What follows belongs to an exercise in optimizing a design on an open flow for a short achievable clock period and few clock cycles; a production flow would make more cautious choices. Only simulation tests tie the RTL to the original design; equivalence was not proved. Power is estimated from default activity; no workload was simulated.

### flow/config.mk
export PLATFORM = sky130hd
export DESIGN_NAME = cpu
export DESIGN_NICKNAME = cpu
export VERILOG_FILES = /design/flow/design.v
export SDC_FILE = /design/flow/constraint.sdc
export NUM_CORES = 4
export LEC_CHECK = 0
export ABC_CLOCK_PERIOD_IN_PS = 3000
export CAP_MARGIN = 20
export CELL_PAD_IN_SITES_GLOBAL_PLACEMENT = 2
export CORE_MARGIN = 2
export CORE_UTILIZATION = 30
export PLACE_DENSITY = 0.5
export SLEW_MARGIN = 20
### flow/constraint.sdc
create_clock -name core_clock -period 11.0 [get_ports {clk}]
set_input_delay 2.2000 -clock core_clock [delete_from_list [all_inputs] [get_ports {clk}]]
set_output_delay 2.2000 -clock core_clock [all_outputs]
set_load 0.01 [all_outputs]
### flow/design.v
module ks_add #(parameter int W = 32) (
    input  [W-1:0] a,
    input  [W-1:0] b,
    input          cin,
    output [W-1:0] s,
    output         cout
);
    localparam int N = W + 1;
    localparam int L = (N > 32) ? 6 : (N > 16) ? 5 : (N > 8) ? 4 : (N > 4) ? 3 : 2;
    logic [(L+1)*N-1:0] g, p;
    assign g[N-1:0] = {a & b, cin};
    assign p[N-1:0] = {a ^ b, 1'b0};
    genvar l, i;
    generate
        for (l = 0; l < L; l++) begin : lv
            for (i = 0; i < N; i++) begin : bt
                if (i >= (1 << l)) begin : pre
                    assign g[(l+1)*N+i] = g[l*N+i] | (p[l*N+i] & g[l*N+i-(1<<l)]);
                    assign p[(l+1)*N+i] = p[l*N+i] & p[l*N+i-(1<<l)];
                end else begin : pass
                    assign g[(l+1)*N+i] = g[l*N+i];
                    assign p[(l+1)*N+i] = p[l*N+i];
                end
            end
        end
    endgenerate
    assign s    = p[N-1:1] ^ g[L*N+N-2:L*N];
    assign cout = g[L*N+N-1];
endmodule
module cpu(
    input clk,
    input rst,
    input [31:0] i_IM_inst,
    input [31:0] i_DM_DI,
    output logic [31:0] o_IM_addr,
    output logic        o_DM_CS,
    output logic [3:0]  o_DM_WEB,
    output logic [31:0] o_DM_addr,
    output logic [31:0] o_DM_DI
);
    localparam BI = 3;
    localparam NB = 1 << BI;
    logic        stall, redirect;
    logic [31:2] redirect_pc;
    logic [31:2] pc_f;
    assign o_IM_addr = {pc_f, 2'b00};
    logic              btb_v   [NB];
    logic [1:0]        btb_ctr [NB];
    logic [31:2+BI]    btb_tag [NB];
    logic [31:2]       btb_tgt [NB];
    logic [NB-1:0] f_sel;
    logic          f_hit, f_pred;
    logic [1:0]    f_ctr;
    logic [31:2]   f_tgt, f_inc, f_next;
    always_comb begin
        f_hit = 1'b0;
        f_ctr = 2'b00;
        f_tgt = '0;
        for (int i = 0; i < NB; i++) begin
            f_sel[i] = btb_v[i] && pc_f[2+BI-1:2] == i[BI-1:0] && btb_tag[i] == pc_f[31:2+BI];
            f_hit    = f_hit | f_sel[i];
            f_ctr    = f_ctr | ({2{f_sel[i]}} & btb_ctr[i]);
            f_tgt    = f_tgt | ({30{f_sel[i]}} & btb_tgt[i]);
        end
    end
    assign f_pred = f_hit && f_ctr[1];
    ks_add #(30) f_add (.a(pc_f), .b(30'd0), .cin(1'b1), .s(f_inc), .cout());
    assign f_next = f_pred ? f_tgt : f_inc;
    logic        i_valid, i_pred, i_hit, i_use_skid;
    logic [1:0]  i_ctr;
    logic [31:2] i_pc, i_ptgt;
    logic [31:0] i_inst, i_skid;
    logic        in_pred, in_hit, is_pred, is_hit;
    logic [1:0]  in_ctr, is_ctr;
    logic [31:2] in_pc, in_ptgt, is_pc, is_ptgt;
    logic        d_valid, d_pred, d_hit;
    logic [1:0]  d_ctr;
    logic [31:2] d_pc, d_ptgt;
    logic [31:0] d_inst;
    always_ff @(posedge clk) begin
        if (rst)           pc_f <= '0;
        else if (redirect) pc_f <= redirect_pc;
        else if (!stall)   pc_f <= f_next;
    end
    always_ff @(posedge clk, posedge rst) begin
        if (rst) begin
            i_valid    <= 1'b0;
            i_use_skid <= 1'b0;
            d_valid    <= 1'b0;
        end else begin
            i_valid    <= !redirect && (i_valid || !stall);
            i_use_skid <= stall && !redirect;
            d_valid    <= !redirect && (stall ? d_valid : i_valid);
        end
    end
    always_ff @(posedge clk) begin
        i_skid  <= i_inst;
        in_pc   <= pc_f;
        in_pred <= f_pred;
        in_ptgt <= f_tgt;
        in_hit  <= f_hit;
        in_ctr  <= f_ctr;
        is_pc   <= i_pc;
        is_pred <= i_pred;
        is_ptgt <= i_ptgt;
        is_hit  <= i_hit;
        is_ctr  <= i_ctr;
        if (!stall) begin
            d_inst <= i_inst;
            d_pc   <= i_pc;
            d_pred <= i_pred;
            d_ptgt <= i_ptgt;
            d_hit  <= i_hit;
            d_ctr  <= i_ctr;
        end
    end
    assign i_inst = i_use_skid ? i_skid  : i_IM_inst;
    assign i_pc   = i_use_skid ? is_pc   : in_pc;
    assign i_pred = i_use_skid ? is_pred : in_pred;
    assign i_ptgt = i_use_skid ? is_ptgt : in_ptgt;
    assign i_hit  = i_use_skid ? is_hit  : in_hit;
    assign i_ctr  = i_use_skid ? is_ctr  : in_ctr;
    logic [6:0] d_op;
    logic [4:0] d_rd, d_rs1, d_rs2;
    logic [2:0] d_f3;
    assign d_op  = d_inst[6:0];
    assign d_rd  = d_inst[11:7];
    assign d_f3  = d_inst[14:12];
    assign d_rs1 = d_inst[19:15];
    assign d_rs2 = d_inst[24:20];
    logic d_is_op, d_is_opi, d_is_ld, d_is_st, d_is_br, d_is_jal, d_is_jalr, d_is_lui, d_is_auipc;
    assign d_is_op    = d_op == 7'b0110011;
    assign d_is_opi   = d_op == 7'b0010011;
    assign d_is_ld    = d_op == 7'b0000011;
    assign d_is_st    = d_op == 7'b0100011;
    assign d_is_br    = d_op == 7'b1100011;
    assign d_is_jal   = d_op == 7'b1101111;
    assign d_is_jalr  = d_op == 7'b1100111;
    assign d_is_lui   = d_op == 7'b0110111;
    assign d_is_auipc = d_op == 7'b0010111;
    logic [31:0] d_imm;
    always_comb begin
        if (d_is_st)
            d_imm = {{20{d_inst[31]}}, d_inst[31:25], d_inst[11:7]};
        else if (d_is_br)
            d_imm = {{19{d_inst[31]}}, d_inst[31], d_inst[7], d_inst[30:25], d_inst[11:8], 1'b0};
        else if (d_is_lui || d_is_auipc)
            d_imm = {d_inst[31:12], 12'b0};
        else if (d_is_jal)
            d_imm = {{11{d_inst[31]}}, d_inst[31], d_inst[19:12], d_inst[20], d_inst[30:21], 1'b0};
        else
            d_imm = {{20{d_inst[31]}}, d_inst[31:20]};
    end
    logic d_alu;       
    assign d_alu = d_is_op || d_is_opi;
    logic d_wr, d_use1, d_use2, d_bimm;
    assign d_wr   = (d_rd != 5'd0) && (d_alu || d_is_ld || d_is_lui || d_is_auipc || d_is_jal || d_is_jalr);
    assign d_use1 = d_alu || d_is_ld || d_is_st || d_is_br || d_is_jalr;
    assign d_use2 = d_is_op || d_is_st || d_is_br;
    assign d_bimm = !(d_is_op || d_is_br);
    logic [31:0] rf [1:31];
    logic [31:1] rf_ok;
    logic        w_wr, x_wr;
    logic [4:0]  w_rd, x_rd;
    logic [31:0] wb_data, x_res;
    always_ff @(posedge clk) begin
        if (x_wr) rf[x_rd] <= x_res;
    end
    always_ff @(posedge clk, posedge rst) begin
        if (rst)       rf_ok <= '0;
        else if (x_wr) rf_ok[x_rd] <= 1'b1;
    end
    logic [31:0] rfz;
    assign rfz = {rf_ok, 1'b0};
    logic        e_valid, e_wr, e_is_ld;
    logic [4:0]  e_rd;
    logic        m_wr, m_ld;
    logic [4:0]  m_rd;
    logic [31:0] res, m_res, w_res;
    logic        w_ld;
    logic d_sm1, d_sw1, d_sx1, d_sy1, d_sm2, d_sw2, d_sx2, d_sy2;
    assign d_sm1 = e_valid && e_wr && e_rd == d_rs1;
    assign d_sw1 = !d_sm1 && m_wr && m_rd == d_rs1;
    assign d_sx1 = !d_sm1 && !d_sw1 && w_wr && w_rd == d_rs1;
    assign d_sm2 = e_valid && e_wr && e_rd == d_rs2;
    assign d_sw2 = !d_sm2 && m_wr && m_rd == d_rs2;
    assign d_sx2 = !d_sm2 && !d_sw2 && w_wr && w_rd == d_rs2;
    assign d_sy1 = !d_sm1 && !d_sw1 && !d_sx1 && x_wr && x_rd == d_rs1;
    assign d_sy2 = !d_sm2 && !d_sw2 && !d_sx2 && x_wr && x_rd == d_rs2;
    logic e_ldw, m_ldw;
    assign e_ldw = e_valid && e_wr && e_is_ld;
    assign m_ldw = m_wr && m_ld;
    assign stall = d_valid && ((d_use1 && ((e_ldw && e_rd == d_rs1) || (m_ldw && m_rd == d_rs1)))
                            || (d_use2 && ((e_ldw && e_rd == d_rs2) || (m_ldw && m_rd == d_rs2))));
    logic        d_sr1, d_sr2;
    logic [31:0] d_fw1, d_fw2, d_opb;
    assign d_sr1 = !(d_sm1 || d_sw1 || d_sx1 || d_sy1) && rfz[d_rs1];
    assign d_sr2 = !(d_sm2 || d_sw2 || d_sx2 || d_sy2) && rfz[d_rs2];
    assign d_fw1 = ({32{d_sm1}} & res) | ({32{d_sw1}} & m_res) | ({32{d_sx1}} & wb_data)
                 | ({32{d_sy1}} & x_res) | ({32{d_sr1}} & rf[d_rs1]);
    assign d_fw2 = ({32{d_sm2}} & res) | ({32{d_sw2}} & m_res) | ({32{d_sx2}} & wb_data)
                 | ({32{d_sy2}} & x_res) | ({32{d_sr2}} & rf[d_rs2]);
    assign d_opb = ({32{d_sm2 && !d_bimm}} & res) | ({32{d_sw2 && !d_bimm}} & m_res)
                 | ({32{d_sx2 && !d_bimm}} & wb_data) | ({32{d_sy2 && !d_bimm}} & x_res)
                 | ({32{d_sr2 && !d_bimm}} & rf[d_rs2]) | ({32{d_bimm}} & d_imm);
    logic [31:2] e_pc;
    logic [31:0] e_imm, e_a, e_b, e_sd;    
    logic [2:0]  e_f3;
    logic        e_is_st, e_is_br, e_is_jal, e_is_jalr;
    logic        e_a_pc, e_sub, e_sra, e_pred, e_hit, e_omis;
    logic        e_req, e_rne, e_rlt, e_rge, e_rltu, e_rgeu, e_rjalr;
    logic [31:2] e_ptgt;
    logic [1:0]  e_ctr;
    logic        e_sel_add, e_sel_slt, e_sel_sltu, e_sel_xor, e_sel_or, e_sel_and, e_sel_sll, e_sel_sr, e_sel_imm, e_sel_link;
    logic [31:0] sum, diff;
    logic        dcout;
    ks_add #(32) e_add (.a(e_a), .b(e_b),  .cin(1'b0), .s(sum),  .cout());
    ks_add #(32) e_sbb (.a(e_a), .b(~e_b), .cin(1'b1), .s(diff), .cout(dcout));
    logic eq, lt, ltu;
    assign eq  = e_a == e_b;
    assign ltu = !dcout;
    assign lt  = ltu ^ e_a[31] ^ e_b[31];
    logic [31:0] sll_r, sr_r;
    assign sll_r = e_a << e_b[4:0];
    assign sr_r  = 32'($signed({e_sra & e_a[31], e_a}) >>> e_b[4:0]);
    logic [31:2] e_pc4, e_tgt;
    ks_add #(30) e_inc (.a(e_pc), .b(30'd0), .cin(1'b1), .s(e_pc4), .cout());
    ks_add #(30) e_tad (.a(e_pc), .b(e_imm[31:2]), .cin(1'b0), .s(e_tgt), .cout());
    assign res = ({32{e_sel_add }} & sum)
               | ({32{e_sub     }} & diff)
               | ({32{e_a_pc    }} & {e_tgt, 2'b00})
               | ({32{e_sel_slt }} & {31'd0, lt})
               | ({32{e_sel_sltu}} & {31'd0, ltu})
               | ({32{e_sel_xor }} & (e_a ^ e_b))
               | ({32{e_sel_or  }} & (e_a | e_b))
               | ({32{e_sel_and }} & (e_a & e_b))
               | ({32{e_sel_sll }} & sll_r)
               | ({32{e_sel_sr  }} & sr_r)
               | ({32{e_sel_imm }} & e_b)
               | ({32{e_sel_link}} & {e_pc4, 2'b00});
    logic cond, taken;
    assign cond  = e_f3[2] ? (e_f3[1] ? ltu : lt) : eq;
    assign taken = e_is_jal || (e_is_br && (cond ^ e_f3[0]));
    logic [31:0] jc, jk, jcy;
    logic [1:0]  jlo;
    logic        jalr_ok;
    assign jlo     = e_a[1:0] + e_b[1:0];
    assign jc      = {e_ptgt, jlo};
    assign jk      = e_a ^ e_b ^ jc;
    assign jcy     = (e_a & e_b) | ((e_a | e_b) & ~jc);
    assign jalr_ok = e_pred && jk == {jcy[30:0], 1'b0};
    assign redirect    = e_valid && ((e_req && eq) || (e_rne && !eq) || (e_rlt && lt) || (e_rge && !lt)
                                     || (e_rltu && ltu) || (e_rgeu && !ltu) || (e_rjalr && !jalr_ok) || e_omis);
    assign redirect_pc = e_is_jalr ? sum[31:2] : e_pred ? e_pc4 : e_tgt;
    always_ff @(posedge clk, posedge rst) begin
        if (rst) e_valid <= 1'b0;
        else     e_valid <= d_valid && !stall && !redirect;
    end
    always_ff @(posedge clk) begin
        e_pc       <= d_pc;
        e_imm      <= d_imm;
        e_a        <= d_fw1;
        e_b        <= d_opb;
        e_sd       <= d_fw2;
        e_rd       <= d_rd;
        e_f3       <= d_f3;
        e_wr       <= d_wr;
        e_is_ld    <= d_is_ld;
        e_is_st    <= d_is_st;
        e_is_br    <= d_is_br;
        e_is_jal   <= d_is_jal;
        e_is_jalr  <= d_is_jalr;
        e_a_pc     <= d_is_auipc;
        e_sub      <= d_is_op && d_f3 == 3'b000 && d_inst[30];
        e_sra      <= d_inst[30];
        e_pred     <= d_pred;
        e_ptgt     <= d_ptgt;
        e_omis     <= !d_is_br && !d_is_jalr && (d_is_jal ? !d_pred : d_pred);
        e_rjalr    <= d_is_jalr;
        e_req      <= d_is_br && d_f3[2:1] == 2'b00 && (d_f3[0] == d_pred);
        e_rne      <= d_is_br && d_f3[2:1] == 2'b00 && (d_f3[0] != d_pred);
        e_rlt      <= d_is_br && d_f3[2:1] == 2'b10 && (d_f3[0] == d_pred);
        e_rge      <= d_is_br && d_f3[2:1] == 2'b10 && (d_f3[0] != d_pred);
        e_rltu     <= d_is_br && d_f3[2:1] == 2'b11 && (d_f3[0] == d_pred);
        e_rgeu     <= d_is_br && d_f3[2:1] == 2'b11 && (d_f3[0] != d_pred);
        e_hit      <= d_hit;
        e_ctr      <= d_ctr;
        e_sel_add  <= (d_is_opi && d_f3 == 3'b000) || (d_is_op && d_f3 == 3'b000 && !d_inst[30])
                      || d_is_ld || d_is_st;
        e_sel_slt  <= d_alu && d_f3 == 3'b010;
        e_sel_sltu <= d_alu && d_f3 == 3'b011;
        e_sel_xor  <= d_alu && d_f3 == 3'b100;
        e_sel_or   <= d_alu && d_f3 == 3'b110;
        e_sel_and  <= d_alu && d_f3 == 3'b111;
        e_sel_sll  <= d_alu && d_f3 == 3'b001;
        e_sel_sr   <= d_alu && d_f3 == 3'b101;
        e_sel_imm  <= d_is_lui;
        e_sel_link <= d_is_jal || d_is_jalr;
    end
    logic          u_go, u_hit, u_taken, u_jalr;
    logic [1:0]    u_ctr;
    logic [31:2]   u_pc, u_tgt;
    logic [BI-1:0] u_idx;
    assign u_idx = u_pc[2+BI-1:2];
    always_ff @(posedge clk, posedge rst) begin
        if (rst) u_go <= 1'b0;
        else     u_go <= e_valid && (e_is_br || e_is_jal || e_is_jalr);
    end
    always_ff @(posedge clk) begin
        u_hit   <= e_hit;
        u_taken <= taken || e_is_jalr;
        u_jalr  <= e_is_jalr;
        u_ctr   <= e_ctr;
        u_pc    <= e_pc;
        u_tgt   <= e_is_jalr ? sum[31:2] : e_tgt;
    end
    always_ff @(posedge clk, posedge rst) begin
        if (rst) begin
            for (int i = 0; i < NB; i++) begin
                btb_v[i]   <= 1'b0;
                btb_ctr[i] <= 2'b00;
            end
        end else if (u_go) begin
            if (u_hit) begin
                if (u_taken && u_ctr != 2'b11)       btb_ctr[u_idx] <= u_ctr + 2'd1;
                else if (!u_taken && u_ctr != 2'b00) btb_ctr[u_idx] <= u_ctr - 2'd1;
            end else if (u_taken) begin
                btb_v[u_idx]   <= 1'b1;
                btb_ctr[u_idx] <= 2'b10;
            end
        end
    end
    always_ff @(posedge clk) begin
        if (u_go && ((!u_hit && u_taken) || u_jalr)) begin
            btb_tag[u_idx] <= u_pc[31:2+BI];
            btb_tgt[u_idx] <= u_tgt;
        end
    end
    logic [2:0]  m_f3;
    logic [3:0]  e_web;
    logic [31:0] e_sdata;
    always_comb begin
        case (e_f3[1:0])
            2'b00:   e_web = ~(4'b0001 << sum[1:0]);
            2'b01:   e_web = sum[1] ? 4'b0011 : 4'b1100;
            default: e_web = 4'b0000;
        endcase
        case (e_f3[1:0])
            2'b00:   e_sdata = {4{e_sd[7:0]}};
            2'b01:   e_sdata = {2{e_sd[15:0]}};
            default: e_sdata = e_sd;
        endcase
    end
    always_ff @(posedge clk, posedge rst) begin
        if (rst) begin
            m_wr    <= 1'b0;
            o_DM_CS <= 1'b0;
        end else begin
            m_wr    <= e_valid && e_wr;
            o_DM_CS <= e_valid && (e_is_ld || e_is_st);
        end
    end
    always_ff @(posedge clk) begin
        o_DM_WEB  <= (e_valid && e_is_st) ? e_web : 4'hf;
        m_ld      <= e_is_ld;
        m_rd      <= e_rd;
        m_res     <= res;
        m_f3      <= e_f3;
        o_DM_DI   <= e_sdata;
        o_DM_addr <= sum;
    end
    logic [2:0] w_f3;
    always_ff @(posedge clk, posedge rst) begin
        if (rst) begin
            w_wr <= 1'b0;
            x_wr <= 1'b0;
        end else begin
            w_wr <= m_wr;
            x_wr <= w_wr;
        end
    end
    always_ff @(posedge clk) begin
        w_ld  <= m_ld;
        w_rd  <= m_rd;
        w_res <= m_res;
        w_f3  <= m_f3;
        x_rd  <= w_rd;
        x_res <= wb_data;
    end
    logic [31:0] ld_sh, ld_val;
    assign ld_sh = i_DM_DI >> {w_res[1:0], 3'b000};
    always_comb begin
        case (w_f3)
            3'b000:  ld_val = {{24{ld_sh[7]}}, ld_sh[7:0]};
            3'b001:  ld_val = {{16{ld_sh[15]}}, ld_sh[15:0]};
            3'b100:  ld_val = {24'd0, ld_sh[7:0]};
            3'b101:  ld_val = {16'd0, ld_sh[15:0]};
            default: ld_val = i_DM_DI;
        endcase
    end
    assign wb_data = w_ld ? ld_val : w_res;
endmodule
### flow/flow/run.sh
#!/bin/bash
# The standard layout (standard synthesis, clock and constraints), with
# timing repair asked to leave 7 ns of setup slack at the design's period,
# and plain buffers (buf_4) rather than delay cells on the ports.
bash standard.sh SETUP_SLACK_MARGIN=7 "BUFFER_PORTS_ARGS=-buffer_cell sky130_fd_sc_hd__buf_4" finish > flow.log 2>&1
### flow/standard.sh
#!/bin/bash
# synth_recipe.tcl (not shown) runs the flow's synth.tcl, then flattens the netlist and writes it again
# the make line also repeats each setting of config.mk as NAME=value (left out here)
make -C /OpenROAD-flow-scripts/flow DESIGN_CONFIG=/design/flow/config.mk WORK_HOME=/design/flow/orfs CLKGATE_MAP_FILE= SYNTH_SCRIPT=/design/flow/synth_recipe.tcl "${@:-finish}"
==> flow_metrics.env, run 1 <==
export IMPL_finish_cell_count_without_fillers=12300
export IMPL_max_slew_margin_rel=0.235
export IMPL_netlist_instances=7127
export IMPL_cp_start_kind="flip-flop"
export IMPL_peakVddDrop_uv=121
export IMPL_final_core_util=0.359
export IMPL_hold_viol=0
export IMPL_design_area_um2=123000
export IMPL_period_share=0.365
export IMPL_ys_ff_latch=2284
export IMPL_cts_sinks=2284
export IMPL_required_ns=11.79
export IMPL_postSynthAreaPerCell_um2=14.6
export IMPL_row_count=215
export IMPL_grt_overflow=0
export IMPL_totalNegativeSetupSlack_ns=0
export IMPL_synth_lib_cells_used_distinct=98
export IMPL_worst_hold_path_num_cells=0
export IMPL_final_weighted_congestion_of_routability_driven_global_placement=0.891
export IMPL_routed_wire_length_um=443000
export IMPL_worst_r2r_setup_slack_ns=6.98
export IMPL_r2r_cells=13
export IMPL_syn_cell_area_um2=104000
export IMPL_layout_drive_gt1_share=0.276
export IMPL_cts_reportedPaths_clkPinSlew_ns=0.06
export IMPL_via_count=67400
export IMPL_nets=7686
export IMPL_power_uw=20600
export IMPL_cts_root_buf="sky130_fd_sc_hd__clkbuf_16"
export IMPL_crit_chain="inv_1 > ha_4 > nor4_4 > and3_4 > nand2_1 > o211a_4 > buf_4 > o22a_1 > o211ai_1 > mux2i_1 > or4_4 > a21o_1 > mux2_2"
export IMPL_min_from="e_hit"
export IMPL_io_buffers=164
export IMPL_rr_endpoint="e_b[30]"
export IMPL_synth_seq_area_share=0.593
export IMPL_critPathMaxStageDelay_ns=0.48
export IMPL_worst_skew_pair_latency_ns=0.91
export IMPL_transition_at_the_pin_with_the_smallest_max_transition_slack_ns=1.14
export IMPL_max_clock_path_buffers=4
export IMPL_final_setup_viol_count=0
export IMPL_worst_r2r_startpoint="e_b[12]"
export IMPL_detail_route_wl_per_cell_um=36.1
export IMPL_synth_edff_count=1544
export IMPL_start_util=0.302
export IMPL_grt_setup_unrepaired="yes"
export IMPL_worstSetupEndpointType="flip-flop"
export IMPL_grt_pass1_vias=67500
export IMPL_timing_final_crit_period_ns=4.02
export IMPL_tritoncts_clock_tree="yes"
export IMPL_p_leak_uw=0.0430
export IMPL_finClkSkew_ns=0.0533
export IMPL_maximum_number_of_pins_on_one_net_before_global_route_repair=87
export IMPL_min_delay_path_class="flip-flop to flip-flop"
export IMPL_slowest_stage="sky130_fd_sc_hd__or4_4"
export IMPL_global_route_wire_length_before_repair_um=598000
export IMPL_placed_area_um2=111000
export IMPL_ys_dominant_reg_cell="sky130_fd_sc_hd__edfxtp_1"
export IMPL_post_drt_via_cell_ratio=5.50
export IMPL_synth_yosys_warnings=3
export IMPL_area_growth_synth_to_final_pct=18.8
export IMPL_worst_case_hold_path_end_point="u_hit"
export IMPL_detail_route_antenna_nets=0
export IMPL_detailedPlacementHpwl_um=293000
export IMPL_crit_path_start="e_b[12]"
export IMPL_die_height_um=592
export IMPL_p_per_area_nw_per_um2=167
export IMPL_top_level_ports=167
export IMPL_die_area_um2=351000
export IMPL_track_usage=0.248
export IMPL_arrival_ns=4.80
export IMPL_max_clock_freq_mhz=249
export IMPL_h_tree_depth=5
export IMPL_asyncSetResetFlopFracSynth=0.0280
export IMPL_n_fill_cell=32700
export IMPL_cp_max_fo=12
export IMPL_path_class="flip-flop to flip-flop"
export IMPL_remaining_drc_errors=0
export IMPL_post_place_cells=11600
export IMPL_core_area_um2=344000
export IMPL_drt_pass1_iter_count=9
export IMPL_die_w_um=592
export IMPL_numCtsBuffers=278
export IMPL_antenna_violations_before_repair=24
export IMPL_first_iter_violations=6483
export IMPL_finalMaxSlewViolations=0
export IMPL_outcome="no timing/DRC/antenna violations"
export IMPL_number_of_max_cap_violations=0
==> metrics by stage <==
stage               hold slack (ns)  worst slack, ns
floorplan                     0.310             6.90
global placement              0.312             5.59
detailed placement            0.312             5.52
CTS                           0.326             6.95
global route                  0.334             6.98
finish                        0.323             6.98
==> flip-flops by register name (all words and copies together) (netlist names), 31 cells and up, named ones only <==
| signal | flops |
|---|---|
| o_DM_addr | 32 |
| rf_ok | 31 |
| e_b | 32 |
| i_skid | 32 |
| m_res | 32 |
| btb_tgt | 240 |
| rf | 992 |
| o_DM_DI | 32 |
| btb_tag | 216 |
| d_inst | 32 |
| e_sd | 32 |
| e_a | 32 |
| w_res | 32 |
| x_res | 32 |
==> cell usage after synthesis, drive strengths merged (14+ instances only) <==
| library cell | n | share of area |
|---|---|---|
| a211oi | 32 | 0.0023 |
| a21o | 73 | 0.0053 |
| a21oi | 245 | 0.012 |
| a221o | 25 | 0.0024 |
| a221oi | 87 | 0.0074 |
| a222oi | 55 | 0.0053 |
| a22o | 38 | 0.0032 |
| a22oi | 86 | 0.0062 |
| a311oi | 19 | 0.0016 |
| a31oi | 40 | 0.0024 |
| and2 | 26 | 0.0016 |
| and3 | 38 | 0.0023 |
| buf | 159 | 0.0069 |
| clkbuf | 322 | 0.012 |
| dfrtp | 64 | 0.015 |
| dfxtp | 676 | 0.13 |
| edfxtp | 1544 | 0.45 |
| fa | 31 | 0.0060 |
| ha | 145 | 0.017 |
| inv | 212 | 0.0077 |
| mux2 | 185 | 0.020 |
| mux2i | 198 | 0.019 |
| mux4 | 651 | 0.14 |
| nand2 | 362 | 0.013 |
| nand2b | 24 | 0.0014 |
| nand3 | 88 | 0.0042 |
| nand3b | 18 | 0.0013 |
| nand4 | 89 | 0.0054 |
| nor2 | 435 | 0.016 |
| nor2b | 25 | 0.0015 |
| nor3 | 74 | 0.0036 |
| nor4 | 48 | 0.0030 |
| o211ai | 57 | 0.0042 |
| o21a | 20 | 0.0014 |
| o21ai | 207 | 0.010 |
| o21bai | 52 | 0.0038 |
| o221ai | 57 | 0.0048 |
| o311ai | 14 | 0.0012 |
| or3 | 19 | 0.0012 |
| xnor2 | 280 | 0.024 |
| xor2 | 115 | 0.0097 |
==> cell usage in the layout (no fill, tap or decap), types with 37 or more instances in the layout <==
| cell type | n |
|---|---|
| sky130_fd_sc_hd__a21o_1 | 73 |
| sky130_fd_sc_hd__mux2i_1 | 181 |
| sky130_fd_sc_hd__mux2_2 | 185 |
| sky130_fd_sc_hd__dfxtp_2 | 38 |
| sky130_fd_sc_hd__clkinv_2 | 48 |
| sky130_fd_sc_hd__a22o_1 | 37 |
| sky130_fd_sc_hd__dfxtp_1 | 605 |
| sky130_fd_sc_hd__ha_1 | 111 |
| sky130_fd_sc_hd__nand4_1 | 88 |
| sky130_fd_sc_hd__a222oi_1 | 55 |
| sky130_fd_sc_hd__a21oi_1 | 236 |
| sky130_fd_sc_hd__o21bai_1 | 52 |
| sky130_fd_sc_hd__nor3_1 | 64 |
| sky130_fd_sc_hd__nor2_4 | 40 |
| sky130_fd_sc_hd__edfxtp_1 | 1544 |
| sky130_fd_sc_hd__clkbuf_1 | 56 |
| sky130_fd_sc_hd__xor2_1 | 110 |
| sky130_fd_sc_hd__o21ai_0 | 192 |
| sky130_fd_sc_hd__inv_1 | 202 |
| sky130_fd_sc_hd__clkbuf_16 | 291 |
| sky130_fd_sc_hd__a22oi_1 | 85 |
| sky130_fd_sc_hd__buf_4 | 427 |
| sky130_fd_sc_hd__o221ai_1 | 51 |
| sky130_fd_sc_hd__clkinv_1 | 50 |
| sky130_fd_sc_hd__dfrtp_1 | 63 |
| sky130_fd_sc_hd__a221oi_1 | 71 |
| sky130_fd_sc_hd__nand2_1 | 361 |
| sky130_fd_sc_hd__o211ai_1 | 56 |
| sky130_fd_sc_hd__buf_6 | 39 |
| sky130_fd_sc_hd__nor2_1 | 389 |
| sky130_fd_sc_hd__xnor2_1 | 266 |
| sky130_fd_sc_hd__nor4_1 | 39 |
| sky130_fd_sc_hd__nand3_1 | 81 |
| sky130_fd_sc_hd__mux4_2 | 651 |
==> worst max path at each step <==
| stage | end | slack [ns] | cells past startpoint |
|---|---|---|---|
| finish | e_b[30] | 6.98 | 13 |
| global route | e_b[21] | 6.98 | 13 |
| CTS | e_b[0] | 6.95 | 7 |
| global placement | pc_f[31] | 5.59 | 11 |
| floorplan | e_b[10] | 6.90 | 10 |
| detailed placement | e_b[24] | 5.52 | 14 |
==> per-layer routing <==
metal  track usage  share of wire
met1         0.322           0.42
met2         0.430           0.50
met3        0.0262          0.046
met4        0.0848          0.039
met5             0       0.000016
==> layout make-up <==
| type | instances | area [um^2] | area share |
|---|---|---|---|
| well taps | 4557 | 5700 | 0.0463 |
| diodes | 23 | 57.6 | 0.000467 |
| multi-input cells | 4149 | 41400 | 0.336 |
| inverters | 215 | 836 | 0.00678 |
| repair buffers | 516 | 4690 | 0.0380 |
| clock buffers | 360 | 7650 | 0.0621 |
| clock inverters | 147 | 1260 | 0.0102 |
| flip-flops and latches | 2284 | 61700 | 0.500 |
==> cells by family (layout without fill, tap and decap cells) <==
| group | count (synthesis) | count (layout) | synth area share |
|---|---|---|---|
| adder cells (fa/ha/maj) | 176 | 176 | 0.0235 |
| AND/OR/NAND/NOR | 1306 | 1306 | 0.0590 |
| XOR/XNOR | 395 | 395 | 0.0333 |
| other | 1 | 25 | 0.0000361 |
| buffers and inverters | 696 | 1238 | 0.0263 |
| flip-flops | 2284 | 2284 | 0.593 |
| multiplexers | 1034 | 1034 | 0.181 |
| AO/OA/AOI/OAI | 1235 | 1236 | 0.0846 |
==> report_power, final <==
group	total, uW	internal (uW)	switching (uW)
clock	9080	5230	3850
combinational	2000	783	1210
sequential	9540	9290	248
total	20600	15300	5310
==> worst max-delay path, delay by kind of cell (launching register included) <==
kind | cells | cell delay [ns]
and+or+nand+nor | 4 | 1.16
buffers and inverters | 2 | 0.30
muxes | 2 | 0.40
DFF | 1 | 0.47
adders and majority gates | 1 | 0.34
AOI/OAI and AO/OA | 4 | 1.23
==> what timing repair did <==
action,4_1_cts,5_1_grt
pin swaps,28,28
resized for setup,322,106
buffers inserted,49,56
endpoints found under the setup margin,257,98
cloned,6,2
hold buffers,0,0
Testbench counts, summed over its fixed seeds: cycles 327,403.
==> run 2: changes to the inputs <==
--- a/flow/design.v
+++ b/flow/design.v
@@ -44,4 +44,4 @@
     logic [31:2] redirect_pc;
-    logic [31:2] pc_f;
-    assign o_IM_addr = {pc_f, 2'b00};
+    logic [31:2] pc_f, pc_o;
+    assign o_IM_addr = {pc_o, 2'b00};
     logic              btb_v   [NB];
@@ -79,2 +79,31 @@
     logic [31:0] d_inst;
+    logic        e_valid, e_wr, e_is_ld;
+    logic [4:0]  e_rd;
+    logic        m_wr, m_ld;
+    logic [4:0]  m_rd;
+    logic        w_wr, x_wr;
+    logic [4:0]  w_rd, x_rd;
+    logic        d_wr;
+    logic [4:0]  d_rd;
+    logic [4:0]  i_rs1, i_rs2;
+    logic        p_m1, p_w1, p_x1, p_y1, p_m2, p_w2, p_x2, p_y2;
+    logic [31:1] i_oh1, i_oh2;
+    assign i_rs1 = i_inst[19:15];
+    assign i_rs2 = i_inst[24:20];
+    assign p_m1 = d_valid && d_wr && d_rd == i_rs1;
+    assign p_w1 = !p_m1 && e_valid && e_wr && e_rd == i_rs1;
+    assign p_x1 = !p_m1 && !p_w1 && m_wr && m_rd == i_rs1;
+    assign p_y1 = !p_m1 && !p_w1 && !p_x1 && w_wr && w_rd == i_rs1;
+    assign p_m2 = d_valid && d_wr && d_rd == i_rs2;
+    assign p_w2 = !p_m2 && e_valid && e_wr && e_rd == i_rs2;
+    assign p_x2 = !p_m2 && !p_w2 && m_wr && m_rd == i_rs2;
+    assign p_y2 = !p_m2 && !p_w2 && !p_x2 && w_wr && w_rd == i_rs2;
+    always_comb begin
+        for (int i = 1; i < 32; i++) begin
+            i_oh1[i] = i_rs1 == i[4:0];
+            i_oh2[i] = i_rs2 == i[4:0];
+        end
+    end
+    logic        d_sm1, d_sw1, d_sx1, d_sy1, d_sm2, d_sw2, d_sx2, d_sy2;
+    logic [31:1] d_oh1, d_oh2;
     always_ff @(posedge clk) begin
@@ -85,2 +114,7 @@
     always_ff @(posedge clk, posedge rst) begin
+        if (rst)           pc_o <= '0;
+        else if (redirect) pc_o <= redirect_pc;
+        else if (!stall)   pc_o <= f_next;
+    end
+    always_ff @(posedge clk, posedge rst) begin
         if (rst) begin
@@ -114,2 +148,21 @@
             d_ctr  <= i_ctr;
+            d_oh1  <= i_oh1;
+            d_oh2  <= i_oh2;
+            d_sm1  <= p_m1;
+            d_sw1  <= p_w1;
+            d_sx1  <= p_x1;
+            d_sy1  <= p_y1;
+            d_sm2  <= p_m2;
+            d_sw2  <= p_w2;
+            d_sx2  <= p_x2;
+            d_sy2  <= p_y2;
+        end else begin
+            d_sm1  <= 1'b0;
+            d_sw1  <= d_sm1;
+            d_sx1  <= d_sw1;
+            d_sy1  <= d_sx1;
+            d_sm2  <= 1'b0;
+            d_sw2  <= d_sm2;
+            d_sx2  <= d_sw2;
+            d_sy2  <= d_sx2;
         end
@@ -123,3 +176,3 @@
     logic [6:0] d_op;
-    logic [4:0] d_rd, d_rs1, d_rs2;
+    logic [4:0] d_rs1, d_rs2;
     logic [2:0] d_f3;
@@ -155,3 +208,3 @@
     assign d_alu = d_is_op || d_is_opi;
-    logic d_wr, d_use1, d_use2, d_bimm;
+    logic d_use1, d_use2, d_bimm;
     assign d_wr   = (d_rd != 5'd0) && (d_alu || d_is_ld || d_is_lui || d_is_auipc || d_is_jal || d_is_jalr);
@@ -162,4 +215,2 @@
     logic [31:1] rf_ok;
-    logic        w_wr, x_wr;
-    logic [4:0]  w_rd, x_rd;
     logic [31:0] wb_data, x_res;
@@ -172,37 +223,28 @@
     end
-    logic [31:0] rfz;
-    assign rfz = {rf_ok, 1'b0};
-    logic        e_valid, e_wr, e_is_ld;
-    logic [4:0]  e_rd;
-    logic        m_wr, m_ld;
-    logic [4:0]  m_rd;
     logic [31:0] res, m_res, w_res;
     logic        w_ld;
-    logic d_sm1, d_sw1, d_sx1, d_sy1, d_sm2, d_sw2, d_sx2, d_sy2;
-    assign d_sm1 = e_valid && e_wr && e_rd == d_rs1;
-    assign d_sw1 = !d_sm1 && m_wr && m_rd == d_rs1;
-    assign d_sx1 = !d_sm1 && !d_sw1 && w_wr && w_rd == d_rs1;
-    assign d_sm2 = e_valid && e_wr && e_rd == d_rs2;
-    assign d_sw2 = !d_sm2 && m_wr && m_rd == d_rs2;
-    assign d_sx2 = !d_sm2 && !d_sw2 && w_wr && w_rd == d_rs2;
-    assign d_sy1 = !d_sm1 && !d_sw1 && !d_sx1 && x_wr && x_rd == d_rs1;
-    assign d_sy2 = !d_sm2 && !d_sw2 && !d_sx2 && x_wr && x_rd == d_rs2;
-    logic e_ldw, m_ldw;
-    assign e_ldw = e_valid && e_wr && e_is_ld;
-    assign m_ldw = m_wr && m_ld;
-    assign stall = d_valid && ((d_use1 && ((e_ldw && e_rd == d_rs1) || (m_ldw && m_rd == d_rs1)))
-                            || (d_use2 && ((e_ldw && e_rd == d_rs2) || (m_ldw && m_rd == d_rs2))));
+    assign stall = d_valid && ((d_use1 && ((d_sm1 && e_is_ld) || (d_sw1 && m_ld)))
+                            || (d_use2 && ((d_sm2 && e_is_ld) || (d_sw2 && m_ld))));
     logic        d_sr1, d_sr2;
-    logic [31:0] d_fw1, d_fw2, d_opb;
-    assign d_sr1 = !(d_sm1 || d_sw1 || d_sx1 || d_sy1) && rfz[d_rs1];
-    assign d_sr2 = !(d_sm2 || d_sw2 || d_sx2 || d_sy2) && rfz[d_rs2];
+    logic [31:0] d_rf1, d_rf2, d_fw1, d_fw2, d_opb;
+    always_comb begin
+        d_rf1 = 32'd0;
+        d_rf2 = 32'd0;
+        for (int i = 1; i < 32; i++) begin
+            d_rf1 = d_rf1 | ({32{d_oh1[i] && rf_ok[i]}} & rf[i]);
+            d_rf2 = d_rf2 | ({32{d_oh2[i] && rf_ok[i]}} & rf[i]);
+        end
+    end
+    assign d_sr1 = !(d_sm1 || d_sw1 || d_sx1 || d_sy1);
+    assign d_sr2 = !(d_sm2 || d_sw2 || d_sx2 || d_sy2);
     assign d_fw1 = ({32{d_sm1}} & res) | ({32{d_sw1}} & m_res) | ({32{d_sx1}} & wb_data)
-                 | ({32{d_sy1}} & x_res) | ({32{d_sr1}} & rf[d_rs1]);
+                 | ({32{d_sy1}} & x_res) | ({32{d_sr1}} & d_rf1);
     assign d_fw2 = ({32{d_sm2}} & res) | ({32{d_sw2}} & m_res) | ({32{d_sx2}} & wb_data)
-                 | ({32{d_sy2}} & x_res) | ({32{d_sr2}} & rf[d_rs2]);
+                 | ({32{d_sy2}} & x_res) | ({32{d_sr2}} & d_rf2);
     assign d_opb = ({32{d_sm2 && !d_bimm}} & res) | ({32{d_sw2 && !d_bimm}} & m_res)
                  | ({32{d_sx2 && !d_bimm}} & wb_data) | ({32{d_sy2 && !d_bimm}} & x_res)
-                 | ({32{d_sr2 && !d_bimm}} & rf[d_rs2]) | ({32{d_bimm}} & d_imm);
+                 | ({32{d_sr2 && !d_bimm}} & d_rf2) | ({32{d_bimm}} & d_imm);
     logic [31:2] e_pc;
     logic [31:0] e_imm, e_a, e_b, e_sd;    
+    logic [31:0] e_ca, e_cb;               
     logic [2:0]  e_f3;
@@ -218,6 +260,10 @@
     ks_add #(32) e_sbb (.a(e_a), .b(~e_b), .cin(1'b1), .s(diff), .cout(dcout));
-    logic eq, lt, ltu;
-    assign eq  = e_a == e_b;
-    assign ltu = !dcout;
-    assign lt  = ltu ^ e_a[31] ^ e_b[31];
+    logic slt, sltu;
+    assign sltu = !dcout;
+    assign slt  = sltu ^ e_a[31] ^ e_b[31];
+    logic eq, lt, ltu, bcout;
+    ks_add #(32) e_cmp (.a(e_ca), .b(~e_cb), .cin(1'b1), .s(), .cout(bcout));
+    assign eq  = e_ca == e_cb;
+    assign ltu = !bcout;
+    assign lt  = ltu ^ e_ca[31] ^ e_cb[31];
     logic [31:0] sll_r, sr_r;
@@ -231,4 +277,4 @@
                | ({32{e_a_pc    }} & {e_tgt, 2'b00})
-               | ({32{e_sel_slt }} & {31'd0, lt})
-               | ({32{e_sel_sltu}} & {31'd0, ltu})
+               | ({32{e_sel_slt }} & {31'd0, slt})
+               | ({32{e_sel_sltu}} & {31'd0, sltu})
                | ({32{e_sel_xor }} & (e_a ^ e_b))
@@ -264,2 +310,4 @@
         e_sd       <= d_fw2;
+        e_ca       <= d_is_br ? d_fw1 : 32'd0;
+        e_cb       <= d_is_br ? d_fw2 : 32'd0;
         e_rd       <= d_rd;
==> flow/flow/run.sh (replaced) <==
#!/bin/bash
# The standard layout (standard synthesis, clock and constraints), with
# timing repair asked to leave 7.4 ns of setup slack at the design's period,
# and plain buffers (buf_4) rather than delay cells on the ports.
bash standard.sh SETUP_SLACK_MARGIN=7.4 "BUFFER_PORTS_ARGS=-buffer_cell sky130_fd_sc_hd__buf_4" finish > flow.log 2>&1
==> run 2 against run 1 <==
Net effect: still clean; clock skew grew 0.0014 ns; total power up 3.5%; synthesized cell count rose by 17%; fmax increased by 0.85%; non-clock buffer count is 320 higher; via count increased by 25%; sequential power up 6%.
==> flow_metrics.env, run 2 <==
export IMPL_final_setup_viol_count=0
export IMPL_cts_sinks=2438
export IMPL_syn_cell_area_um2=106000
export IMPL_arrival_ns=4.79
export IMPL_min_delay_path_class="flip-flop to flip-flop"
export IMPL_layout_cells_most_common="sky130_fd_sc_hd__edfxtp_1"
export IMPL_synth_yosys_warnings=3
export IMPL_max_slew_margin_rel=0.198
export IMPL_internal_power_uw=16100
export IMPL_routed_wire_length_um=598000
export IMPL_postSynthAreaPerCell_um2=12.7
export IMPL_track_usage=0.324
export IMPL_crit_chain="buf_12 > fa_1 > xor2_2 > nand4_1 > nor4_2 > buf_4 > nand4_1 > a211oi_2 > nand3b_1 > buf_6 > buf_6 > buf_6 > o31a_4 > a211o_1 > a31oi_1"
export IMPL_r2r_cells=15
export IMPL_synth_largest_type_area_fraction=0.456
export IMPL_asyncSetResetFlopFracSynth=0.0386
export IMPL_die_area_um2=357000
export IMPL_synth_edff_count=1606
export IMPL_critPathTopFamily="compound AO/OA/AOI/OAI gates"
export IMPL_grt_overflow=0
export IMPL_tritoncts_clock_tree="yes"
export IMPL_worst_skew_pair_latency_ns=0.94
export IMPL_cp_start_kind="flip-flop"
export IMPL_global_route_wire_length_before_repair_um=780000
export IMPL_via_count=84300
export IMPL_ys_dominant_reg_cell="sky130_fd_sc_hd__edfxtp_1"
export IMPL_timing_final_crit_period_ns=3.98
export IMPL_grt_pass1_vias=81400
export IMPL_path_class="flip-flop to flip-flop"
export IMPL_synth_top_cells_by_count="sky130_fd_sc_hd__edfxtp_1 (1606), sky130_fd_sc_hd__dfxtp_1 (738), sky130_fd_sc_hd__nor2_1 (468)"
export IMPL_peakVddDrop_uv=115
export IMPL_drt_pass1_iter_count=7
export IMPL_largest_register="rf"
export IMPL_max_clock_freq_mhz=251
export IMPL_worstSetupEndpointType="flip-flop"
export IMPL_biggestRegsByFlops="rf: 992 flops, btb_tgt: 240 flops, btb_tag: 216 flops"
export IMPL_cts_reportedPaths_clkPinSlew_ns=0.06
export IMPL_detail_route_antenna_nets=0
export IMPL_numCtsBuffers=289
export IMPL_p_leak_uw=0.0467
export IMPL_synthTopCellsByArea="sky130_fd_sc_hd__edfxtp_1 (46%), sky130_fd_sc_hd__dfxtp_1 (14%), sky130_fd_sc_hd__a221oi_1 (3.4%), sky130_fd_sc_hd__a22o_1 (3.4%), sky130_fd_sc_hd__xnor2_1 (2.6%)"
export IMPL_post_synth_top_area_cell="sky130_fd_sc_hd__edfxtp_1"
export IMPL_period_share=0.362
export IMPL_first_iter_violations=12000
export IMPL_cp_max_fo=5
export IMPL_area_growth_synth_to_final_pct=25.4
export IMPL_io_buffers=164
export IMPL_mostFrequentLayoutCells="sky130_fd_sc_hd__edfxtp_1 (1606), sky130_fd_sc_hd__dfxtp_1 (596), sky130_fd_sc_hd__buf_4 (547)"
export IMPL_hold_viol=0
export IMPL_netSwitchingFraction=0.245
export IMPL_netlist_instances=8308
export IMPL_transition_at_the_pin_with_the_smallest_max_transition_slack_ns=1.20
export IMPL_finalMaxSlewViolations=0
export IMPL_cts_root_buf="sky130_fd_sc_hd__clkbuf_16"
export IMPL_synth_lib_cells_used_distinct=98
export IMPL_detailedPlacementHpwl_um=384000
export IMPL_cts_hold_buffers=0
export IMPL_ys_ff_latch=2438
export IMPL_max_clock_path_buffers=4
export IMPL_finClkSkew_ns=0.0547
export IMPL_p_seq_frac=0.471
export IMPL_top_level_ports=167
export IMPL_grt_setup_unrepaired="yes"
export IMPL_nets=9161
export IMPL_synthMostInstantiatedCell="sky130_fd_sc_hd__edfxtp_1"
export IMPL_number_of_max_cap_violations=0
export IMPL_totalNegativeSetupSlack_ns=0
export IMPL_path_common_cell="sky130_fd_sc_hd__buf_6"
export IMPL_required_ns=11.81
export IMPL_die_height_um=598
export IMPL_power_combinational_fraction=0.062
export IMPL_remaining_drc_errors=0
export IMPL_core_area_um2=352000
export IMPL_switching_power_uw=5230
export IMPL_final_weighted_congestion_of_routability_driven_global_placement=0.913
export IMPL_start_util=0.301
export IMPL_outcome="no timing/DRC/antenna violations"
export IMPL_maximum_number_of_pins_on_one_net_before_global_route_repair=116
export IMPL_h_tree_depth=5
export IMPL_detail_route_wl_per_cell_um=43.4
export IMPL_antenna_violations_before_repair=47
export IMPL_n_fill_cell=33700
export IMPL_fin_worst_hold_slack_ns=0.323
export IMPL_critical_path_depth=15
export IMPL_post_drt_via_cell_ratio=6.12
export IMPL_largest_reg_flops=992
export IMPL_timing_critical_path_buf_inv=5
export IMPL_layout_drive_gt1_share=0.257
export IMPL_row_count=218
export IMPL_slowest_stage="sky130_fd_sc_hd__fa_1"
export IMPL_critPathMaxStageDelay_ns=0.54
export IMPL_worst_hold_path_num_cells=0
export IMPL_p_per_area_nw_per_um2=161
export IMPL_die_w_um=598
export IMPL_share_clk_of_total_power=0.466
export IMPL_synth_seq_area_share=0.618
==> run 2: routing by layer <==
| layer | GRT usage | vias up | share of wire |
|---|---|---|---|
| met1 | 0.407 | 43900 | 0.39 |
| met3 | 0.0550 | 1360 | 0.079 |
| met2 | 0.530 | 5194 | 0.47 |
| li1 | - | 33700 | - |
| met4 | 0.178 | 24 | 0.064 |
| met5 | 0 | - | 0.00030 |
==> run 2: logic make-up (layout without fill, tap and decap cells) <==
kind of cell / after synthesis / count (layout) / share of synthesized area
xor+xnor: 417 / 417 / 0.0346
other cells: 1 / 24 / 0.0000355
simple gates: 1805 / 1805 / 0.0843
flops: 2438 / 2438 / 0.618
compound gates: 2315 / 2318 / 0.167
mux: 306 / 306 / 0.0388
buf+inv: 818 / 1628 / 0.0302
fa+ha+maj: 208 / 208 / 0.0268
==> run 2: layout make-up <==
| cell class | count | area (um^2) | area share |
|---|---|---|---|
| multi-input combinational | 5056 | 41700 | 0.314 |
| timing repair buffer | 836 | 8790 | 0.0662 |
| tap | 4620 | 5780 | 0.0436 |
| clock buffer | 372 | 7950 | 0.0599 |
| inverter | 266 | 1050 | 0.00790 |
| clock inverter | 154 | 1680 | 0.0127 |
| sequential | 2438 | 65700 | 0.495 |
| antenna | 22 | 55.1 | 0.000415 |
==> run 2: power by group through the flow <==
stage,Clock [uW],Sequential (uW),Combinational [uW]
global route,10400,10100,1380
floorplan,0,10100,547
CTS,10100,10100,1240
finish,9950,10100,1330
global placement,0,10300,1050
detailed placement,0,10300,1050
==> run 2: through the flow <==
| step | total power (uW) | util | area [um^2] | worst slack (ns) | instances |
|---|---|---|---|---|---|
| floorplan | 10700 | - | 106000 | 6.80 | 8309 |
| global placement | 11300 | 0.324 | 114000 | 5.67 | 12900 |
| detailed placement | 11300 | 0.324 | 114000 | 5.66 | 12900 |
| CTS | 21400 | 0.369 | 130000 | 7.07 | 13600 |
| global route | 21900 | 0.377 | 133000 | 6.98 | 13700 |
| finish | 21300 | 0.377 | 133000 | 7.02 | 13800 |
==> run 2: final timing paths <==
| kind | start | to | slack (ns) |
|---|---|---|---|
| worst max-delay path | e_a[15] | pc_f[11] | 7.02 |
| worst min register to register | d_pc[24] | e_pc[24] | 0.32 |
| max in group asynchronous | rst | rf_ok[1] | 8.00 |
| min in group asynchronous | rst | pc_o[26] | 1.61 |
| worst min-delay path | d_pc[24] | e_pc[24] | 0.32 |
| worst max register to register | e_a[15] | pc_f[11] | 7.02 |
==> run 2: repair_timing <==
item                       CTS  global route
gates cloned                23             3
setup buffers              196           137
pin swaps                  130           163
setup endpoints to repair  522           283
resized for setup          931           334
Testbench counts of run 2, summed over its fixed seeds: cycles 327,403.
==> run 3: changes to the inputs <==
--- a/flow/design.v
+++ b/flow/design.v
@@ -42,4 +42,4 @@
     localparam NB = 1 << BI;
-    logic        stall, redirect;
-    logic [31:2] redirect_pc;
+    logic        stall, redirect, m_redir, kill, e_go;
+    logic [31:2] redirect_pc, m_jtgt;
     logic [31:2] pc_f, pc_o;
@@ -110,2 +110,3 @@
         if (rst)           pc_f <= '0;
+        else if (m_redir)  pc_f <= m_jtgt;
         else if (redirect) pc_f <= redirect_pc;
@@ -115,2 +116,3 @@
         if (rst)           pc_o <= '0;
+        else if (m_redir)  pc_o <= m_jtgt;
         else if (redirect) pc_o <= redirect_pc;
@@ -124,5 +126,5 @@
         end else begin
-            i_valid    <= !redirect && (i_valid || !stall);
-            i_use_skid <= stall && !redirect;
-            d_valid    <= !redirect && (stall ? d_valid : i_valid);
+            i_valid    <= !kill && (i_valid || !stall);
+            i_use_skid <= stall && !kill;
+            d_valid    <= !kill && (stall ? d_valid : i_valid);
         end
@@ -289,16 +291,21 @@
     assign taken = e_is_jal || (e_is_br && (cond ^ e_f3[0]));
-    logic [31:0] jc, jk, jcy;
-    logic [1:0]  jlo;
-    logic        jalr_ok;
-    assign jlo     = e_a[1:0] + e_b[1:0];
-    assign jc      = {e_ptgt, jlo};
-    assign jk      = e_a ^ e_b ^ jc;
-    assign jcy     = (e_a & e_b) | ((e_a | e_b) & ~jc);
-    assign jalr_ok = e_pred && jk == {jcy[30:0], 1'b0};
-    assign redirect    = e_valid && ((e_req && eq) || (e_rne && !eq) || (e_rlt && lt) || (e_rge && !lt)
-                                     || (e_rltu && ltu) || (e_rgeu && !ltu) || (e_rjalr && !jalr_ok) || e_omis);
+    logic        m_jchk;
+    logic [31:2] m_ptgt;
+    assign m_redir = m_jchk && m_jtgt != m_ptgt;
+    assign e_go    = e_valid && !m_redir;
+    assign kill    = redirect || m_redir;
+    assign redirect    = e_go && ((e_req && eq) || (e_rne && !eq) || (e_rlt && lt) || (e_rge && !lt)
+                                  || (e_rltu && ltu) || (e_rgeu && !ltu) || (e_rjalr && !e_pred) || e_omis);
     assign redirect_pc = e_is_jalr ? sum[31:2] : e_pred ? e_pc4 : e_tgt;
     always_ff @(posedge clk, posedge rst) begin
+        if (rst) m_jchk <= 1'b0;
+        else     m_jchk <= e_go && e_is_jalr && e_pred;
+    end
+    always_ff @(posedge clk) begin
+        m_jtgt <= sum[31:2];
+        m_ptgt <= e_ptgt;
+    end
+    always_ff @(posedge clk, posedge rst) begin
         if (rst) e_valid <= 1'b0;
-        else     e_valid <= d_valid && !stall && !redirect;
+        else     e_valid <= d_valid && !stall && !kill;
     end
@@ -354,3 +361,3 @@
         if (rst) u_go <= 1'b0;
-        else     u_go <= e_valid && (e_is_br || e_is_jal || e_is_jalr);
+        else     u_go <= e_go && (e_is_br || e_is_jal || e_is_jalr);
     end
@@ -406,4 +413,4 @@
         end else begin
-            m_wr    <= e_valid && e_wr;
-            o_DM_CS <= e_valid && (e_is_ld || e_is_st);
+            m_wr    <= e_go && e_wr;
+            o_DM_CS <= e_go && (e_is_ld || e_is_st);
         end
@@ -411,3 +418,3 @@
     always_ff @(posedge clk) begin
-        o_DM_WEB  <= (e_valid && e_is_st) ? e_web : 4'hf;
+        o_DM_WEB  <= (e_go && e_is_st) ? e_web : 4'hf;
         m_ld      <= e_is_ld;
==> run 3 against run 2 <==
Net effect: area after synthesis decreased by 1.5%; count of clock-buffer cells in the layout increased by 12; die area down 1.5%; clock skew grew 0.025 ns; non-clock buffer count fell by 12; utilization decreased by 0.074 points; sequential power hardly changed; critical endpoint is now e_b[25].
==> flow_metrics.env, run 3 <==
export IMPL_n_fill_cell=33100
export IMPL_antenna_violations_before_repair=38
export IMPL_cp_max_fo=8
export IMPL_start_util=0.301
export IMPL_layout_drive_gt1_share=0.258
export IMPL_rr_endpoint="e_b[25]"
export IMPL_max_slew_margin_rel=0.193
export IMPL_period_share=0.348
export IMPL_critPathMaxStageDelay_ns=0.60
export IMPL_global_route_wire_length_before_repair_um=766000
export IMPL_first_iter_violations=11400
export IMPL_die_height_um=593
export IMPL_mux_contribution_to_synthesized_area=0.0375
export IMPL_power_combinational_fraction=0.062
export IMPL_asyncSetResetFlopFracSynth=0.0385
export IMPL_h_tree_depth=5
export IMPL_top_level_ports=167
export IMPL_worst_r2r_setup_slack_ns=7.17
export IMPL_worst_skew_pair_latency_ns=0.95
export IMPL_transition_at_the_pin_with_the_smallest_max_transition_slack_ns=1.21
export IMPL_routed_wire_length_um=589000
export IMPL_arrival_ns=4.59
export IMPL_track_usage=0.325
export IMPL_synth_largest_type_area_fraction=0.463
export IMPL_synth_lib_cells_used_distinct=95
export IMPL_worst_case_hold_path_end_point="m_ptgt[15]"
export IMPL_post_synth_top_area_cell="sky130_fd_sc_hd__edfxtp_1"
export IMPL_grt_setup_unrepaired="yes"
export IMPL_ys_dominant_reg_cell="sky130_fd_sc_hd__edfxtp_1"
export IMPL_layout_cells_most_common="sky130_fd_sc_hd__edfxtp_1"
export IMPL_maximum_number_of_pins_on_one_net_before_global_route_repair=61
export IMPL_dpl_ws_ns=5.24
export IMPL_remaining_drc_errors=0
export IMPL_grt_pass1_vias=78800
export IMPL_worstSetupEndpointType="flip-flop"
export IMPL_nets=8936
export IMPL_p_per_area_nw_per_um2=164
export IMPL_min_from="e_ptgt[15]"
export IMPL_switching_power_uw=5210
export IMPL_post_drt_via_cell_ratio=6.04
export IMPL_timing_final_crit_period_ns=3.83
export IMPL_share_clk_of_total_power=0.460
export IMPL_design_area_um2=130000
export IMPL_finClkSkew_ns=0.0797
export IMPL_worst_r2r_startpoint="e_a[10]"
export IMPL_detail_route_wl_per_cell_um=43.6
export IMPL_detailedPlacementHpwl_um=375000
export IMPL_cts_sinks=2469
export IMPL_finalMaxSlewViolations=0
export IMPL_synth_edff_count=1606
export IMPL_postSynthAreaPerCell_um2=12.8
export IMPL_share_of_the_synthesized_area_in_compound_gates_ao_oa_aoi_oai=0.163
export IMPL_grt_overflow=0
export IMPL_r2r_cells=14
export IMPL_row_count=216
export IMPL_synth_xor_area_frac=0.0356
export IMPL_synth_adder_area_share=0.0216
export IMPL_mostFrequentLayoutCells="sky130_fd_sc_hd__edfxtp_1 (1606), sky130_fd_sc_hd__dfxtp_1 (617), sky130_fd_sc_hd__buf_4 (544)"
export IMPL_placed_area_um2=112000
export IMPL_cts_root_buf="sky130_fd_sc_hd__clkbuf_16"
export IMPL_min_delay_path_class="flip-flop to flip-flop"
export IMPL_numCtsBuffers=289
export IMPL_tritoncts_clock_tree="yes"
export IMPL_synth_simple_area_share=0.0802
export IMPL_detail_route_antenna_nets=0
export IMPL_worst_hold_path_num_cells=0
export IMPL_biggestRegsByFlops="rf: 992 flops, btb_tgt: 240 flops, btb_tag: 216 flops"
export IMPL_synth_top_family_by_area="compound AO/OA/AOI/OAI gates"
export IMPL_core_area_um2=346000
export IMPL_synthMostInstantiatedCell="sky130_fd_sc_hd__edfxtp_1"
export IMPL_io_buffers=164
export IMPL_crit_path_start="e_a[10]"
export IMPL_via_count=81700
export IMPL_final_weighted_congestion_of_routability_driven_global_placement=0.882
export IMPL_required_ns=11.76
export IMPL_peakVddDrop_uv=123
export IMPL_synth_seq_area_share=0.633
export IMPL_syn_cell_area_um2=104000
export IMPL_outcome="no timing/DRC/antenna violations"
export IMPL_slowest_stage="sky130_fd_sc_hd__o41ai_4"
export IMPL_cts_hold_buffers=0
export IMPL_path_class="flip-flop to flip-flop"
export IMPL_max_clock_freq_mhz=261
export IMPL_ys_ff_latch=2469
export IMPL_p_seq_frac=0.478
export IMPL_drt_pass1_iter_count=9
export IMPL_p_leak_uw=0.0468
export IMPL_synth_yosys_warnings=3
export IMPL_internal_power_uw=16100
export IMPL_synthTopCellsByArea="sky130_fd_sc_hd__edfxtp_1 (46%), sky130_fd_sc_hd__dfxtp_1 (15%), sky130_fd_sc_hd__a221oi_1 (3.6%), sky130_fd_sc_hd__a22o_1 (3.3%), sky130_fd_sc_hd__a22oi_1 (2.5%)"
export IMPL_synth_top_cells_by_count="sky130_fd_sc_hd__edfxtp_1 (1606), sky130_fd_sc_hd__dfxtp_1 (768), sky130_fd_sc_hd__nor2_1 (480)"
export IMPL_max_clock_path_buffers=4
export IMPL_die_area_um2=352000
export IMPL_largest_register="rf"
export IMPL_area_growth_synth_to_final_pct=24.9
export IMPL_totalNegativeSetupSlack_ns=0
export IMPL_final_setup_viol_count=0
export IMPL_crit_chain="buf_12 > inv_2 > ha_4 > a21o_1 > a211oi_2 > a21oi_2 > o41ai_4 > a31oi_4 > xnor2_2 > a221oi_2 > o211ai_1 > buf_4 > a221o_1 > mux2_4"
export IMPL_setup_ws_ns=7.17
export IMPL_hold_viol=0
export IMPL_netSwitchingFraction=0.244
export IMPL_cp_start_kind="flip-flop"
export IMPL_die_w_um=593
export IMPL_cts_reportedPaths_clkPinSlew_ns=0.06
export IMPL_number_of_max_cap_violations=0
export IMPL_largest_reg_flops=992
export IMPL_netlist_instances=8119
==> run 3: cell count changes after synthesis, moves of 29 or more <==
cell,delta
sky130_fd_sc_hd__xnor2_1,-35
sky130_fd_sc_hd__xor2_1,+43
sky130_fd_sc_hd__o211ai_1,-30
sky130_fd_sc_hd__nand3_1,-54
sky130_fd_sc_hd__nand4_1,-30
sky130_fd_sc_hd__o21ai_1,+51
sky130_fd_sc_hd__fa_1,-29
sky130_fd_sc_hd__a21oi_1,+31
sky130_fd_sc_hd__inv_1,-47
sky130_fd_sc_hd__a31oi_1,-55
sky130_fd_sc_hd__nand2_1,+40
sky130_fd_sc_hd__dfxtp_1,+30
==> run 3: layout make-up <==
| cell class | count | area [um^2] | share of cell area |
|---|---|---|---|
| Clock buffer | 384 | 8090 | 0.0621 |
| Multi-Input combinational cell | 4882 | 39400 | 0.302 |
| Inverter | 223 | 937 | 0.00720 |
| Timing Repair Buffer | 824 | 8240 | 0.0633 |
| Sequential cell | 2469 | 66400 | 0.510 |
| Tap cell | 4578 | 5730 | 0.0440 |
| Timing Repair inverter | 2 | 17.5 | 0.000135 |
| Clock inverter | 139 | 1390 | 0.0107 |
| Antenna cell | 20 | 50.0 | 0.000384 |
==> run 3: critical path: cells and delay by family, from the launching register on <==
| family | cells | cell delay, ns |
|---|---|---|
| DFF | 1 | 0.35 |
| xor gates and xnor gates | 1 | 0.18 |
| AOI/OAI and AO/OA | 8 | 2.19 |
| buffers and inverters | 3 | 0.41 |
| muxes | 1 | 0.27 |
| adders and majority gates | 1 | 0.24 |
==> run 3: kinds of logic after synthesis <==
group | after synthesis
AOI/OAI and AO/OA | 2249
xor gates and xnor gates | 424
adders and majority gates | 179
buffers and inverters | 771
DFF | 2469
muxes | 291
other | 1
and+or+nand+nor | 1735
==> run 3: routing by layer <==
| metal | track usage | vias up | wire length, um |
|---|---|---|---|
| li1 | - | 32800 | - |
| met1 | 0.413 | 42500 | 235000 |
| met2 | 0.525 | 4947 | 269000 |
| met3 | 0.0631 | 1408 | 46900 |
| met4 | 0.167 | 14 | 37800 |
| met5 | 0 | - | 140 |
==> run 3: what timing repair did <==
action	4_1_cts	5_1_grt
buffers inserted	222	101
gates resized for setup	913	321
gates cloned	17	5
pin swaps	144	170
setup endpoints to repair	514	279
==> run 3: worst max-delay path by stage <==
stage                     depth (start not counted)       end  slack, ns
after floorplan                                   3  pc_f[16]       6.64
after global placement                           16  pc_f[13]       5.19
after detailed placement                         16  pc_f[13]       5.24
after CTS                                        14   e_b[21]       7.16
after global routing                             14   e_b[25]       7.10
final                                            14   e_b[25]       7.17
==> run 3: per-stage QoR <==
step / hold slack [ns] / utilization / total power (uW) / cells
4_1_cts: 0.317 / 0.369 / 21400 / 13400
6_report: 0.314 / 0.376 / 21300 / 13500
2_1_floorplan: 0.310 / - / 10800 / 8120
3_3_place_gp: 0.311 / 0.325 / 11400 / 12600
5_1_grt: 0.328 / 0.376 / 21800 / 13500
3_5_place_dp: 0.312 / 0.325 / 11400 / 12600
==> run 3: power by group through the flow <==
stage | sequential, uW | combinational (uW) | clock (uW)
after detailed placement | 10400 | 1000 | 0
after global routing | 10200 | 1380 | 10300
after global placement | 10400 | 1000 | 0
after CTS | 10200 | 1240 | 9930
final | 10200 | 1330 | 9810
after floorplan | 10300 | 507 | 0
Testbench counts of run 3, summed over its fixed seeds: cycles 327,403.
==> run 4: changes to the inputs <==
==> flow/flow/run.sh (replaced) <==
#!/bin/bash
# The standard layout (standard synthesis, clock and constraints), with
# timing repair asked to leave 7.7 ns of setup slack at the design's period,
# and plain buffers (buf_4) rather than delay cells on the ports.
bash standard.sh SETUP_SLACK_MARGIN=7.7 "BUFFER_PORTS_ARGS=-buffer_cell sky130_fd_sc_hd__buf_4" finish > flow.log 2>&1
==> run 4 against run 3 <==
Net effect: still clean on timing, DRC and antenna; largest cell class unchanged; register-to-register slack improved by 0.09 ns; setup slack better by 0.045 ns; flip-flop and latch count is the same; clock power increased by 0.7%; cell count increased by 2.3%; global-route usage up 0.55 points.
==> flow_metrics.env, run 4 <==
export IMPL_outcome="no timing/DRC/antenna violations"
export IMPL_top_usage_layer="met2"
export IMPL_first_iter_violations=12100
export IMPL_detailedPlacementHpwl_um=375000
export IMPL_die_area_um2=352000
export IMPL_cts_reportedPaths_clkPinSlew_ns=0.06
export IMPL_netlist_instances=8119
export IMPL_detail_route_wl_per_cell_um=43.4
export IMPL_synth_lib_cells_used_distinct=95
export IMPL_routed_wire_length_um=600000
export IMPL_required_ns=8.80
export IMPL_max_clock_path_buffers=4
export IMPL_layout_cells_most_common="sky130_fd_sc_hd__edfxtp_1"
export IMPL_nets=9242
export IMPL_via_count=83700
export IMPL_mostFrequentLayoutCells="sky130_fd_sc_hd__edfxtp_1 (1606), sky130_fd_sc_hd__buf_4 (695), sky130_fd_sc_hd__dfxtp_1 (592)"
export IMPL_design_area_um2=137000
export IMPL_mux_contribution_to_synthesized_area=0.0375
export IMPL_maximum_number_of_pins_on_one_net_before_global_route_repair=72
export IMPL_finalMaxSlewViolations=0
export IMPL_cts_root_buf="sky130_fd_sc_hd__clkbuf_16"
export IMPL_global_route_wire_length_before_repair_um=777000
export IMPL_ys_ff_latch=2469
export IMPL_synth_seq_area_share=0.633
export IMPL_top_level_ports=167
export IMPL_max_slew_margin_rel=0.192
export IMPL_start_util=0.301
export IMPL_h_tree_depth=5
export IMPL_area_growth_synth_to_final_pct=31.1
export IMPL_worstSetupEndpointType="output pin"
export IMPL_post_drt_via_cell_ratio=6.05
export IMPL_synth_xor_area_frac=0.0356
export IMPL_final_setup_viol_count=0
export IMPL_min_delay_path_class="flip-flop to flip-flop"
export IMPL_tritoncts_clock_tree="yes"
export IMPL_synth_largest_type_area_fraction=0.463
export IMPL_syn_cell_area_um2=104000
export IMPL_worst_r2r_startpoint="e_b[0]"
export IMPL_period_share=0.344
export IMPL_cp_max_fo=1
export IMPL_synth_yosys_warnings=3
export IMPL_synth_adder_area_share=0.0216
export IMPL_antenna_violations_before_repair=35
export IMPL_path_class="flip-flop to output pin"
export IMPL_remaining_drc_errors=0
export IMPL_critical_path_depth=1
export IMPL_slowest_stage="sky130_fd_sc_hd__dfrtp_2"
export IMPL_grt_use_met1=0.427
export IMPL_grt_setup_unrepaired="yes"
## run 4: changes by cell type in the layout (fill, tap and decap cells not counted), moves of 28 or more
cell,previous run,this run
sky130_fd_sc_hd__buf_6,177,226
sky130_fd_sc_hd__nand2_1,424,396
sky130_fd_sc_hd__buf_4,544,695
sky130_fd_sc_hd__buf_12,49,104
sky130_fd_sc_hd__a21oi_1,172,132
sky130_fd_sc_hd__buf_16,13,42
sky130_fd_sc_hd__o21ai_0,201,173
## run 4: logic make-up after synthesis
group           Yosys count
compound gates         2249
xor+xnor                424
fa+ha+maj               179
buf+inv                 771
flops                  2469
mux                     291
other cells               1
simple gates           1735
## run 4: worst min path at each step
| stage | slack [ns] | startpoint | endpoint | depth (start not counted) |
|---|---|---|---|---|
| after floorplan | 0.31 | e_ptgt[10] | m_ptgt[10] | 0 |
| after global placement | 0.31 | e_ptgt[3] | m_ptgt[3] | 0 |
| after detailed placement | 0.31 | e_ptgt[17] | m_ptgt[17] | 0 |
| after CTS | 0.32 | e_ptgt[21] | m_ptgt[21] | 0 |
| after global routing | 0.33 | d_pc[15] | e_pc[15] | 0 |
| final | 0.32 | e_hit | u_hit | 0 |
## run 4: cell type report
| cell class | instances | area (um^2) |
|---|---|---|
| Antenna cell | 24 | 60.1 |
| Timing Repair inverter | 6 | 73.8 |
| Timing Repair Buffer | 1120 | 12100 |
| Multi-Input combinational cell | 4881 | 41700 |
| Tap cell | 4578 | 5730 |
| Fill cell | 32800 | 209000 |
| Clock buffer | 417 | 8550 |
| Sequential cell | 2469 | 66400 |
| Clock inverter | 114 | 1050 |
| Inverter | 223 | 963 |
## run 4: layer usage
metal  share of wire  wire [um]  up-vias
li1                -          -    33400
met1            0.40     239000    43700
met2            0.45     271000     5245
met3           0.082      49000     1414
met4           0.067      40000       10
met5        0.000097         58        -
## run 4: through the flow
stage	total power [uW]	setup WS [ns]	cells
floorplan	10800	6.64	8120
global placement	11400	5.51	12600
detailed placement	11400	5.42	12600
CTS	21500	7.16	13600
global route	22000	7.20	13800
finish	21500	7.22	13800
## run 4: timing repair
action / in CTS / in global routing
setup endpoints to repair: 971 / 411
resized for setup: 1458 / 493
hold buffers: 0 / 0
pin swaps: 295 / 256
gates cloned: 31 / 8
setup buffers: 407 / 207
## run 4: power breakdown
| group | total, uW | internal, uW | switching (uW) | leakage, uW |
|---|---|---|---|---|
| Clock | 9880 | 5750 | 4120 | 0.00470 |
| Sequential | 10200 | 9970 | 216 | 0.0229 |
| Combinational | 1450 | 559 | 892 | 0.0218 |

Re-timed with assumed drivers on the ports (clkbuf_16 on the clock, buf_2 on other inputs), run 4 has 7.091 ns of setup slack against 7.217 ns with ideal ports, and 6.474 ns once port delays also move by the mid clock arrival of 1.032 ns.
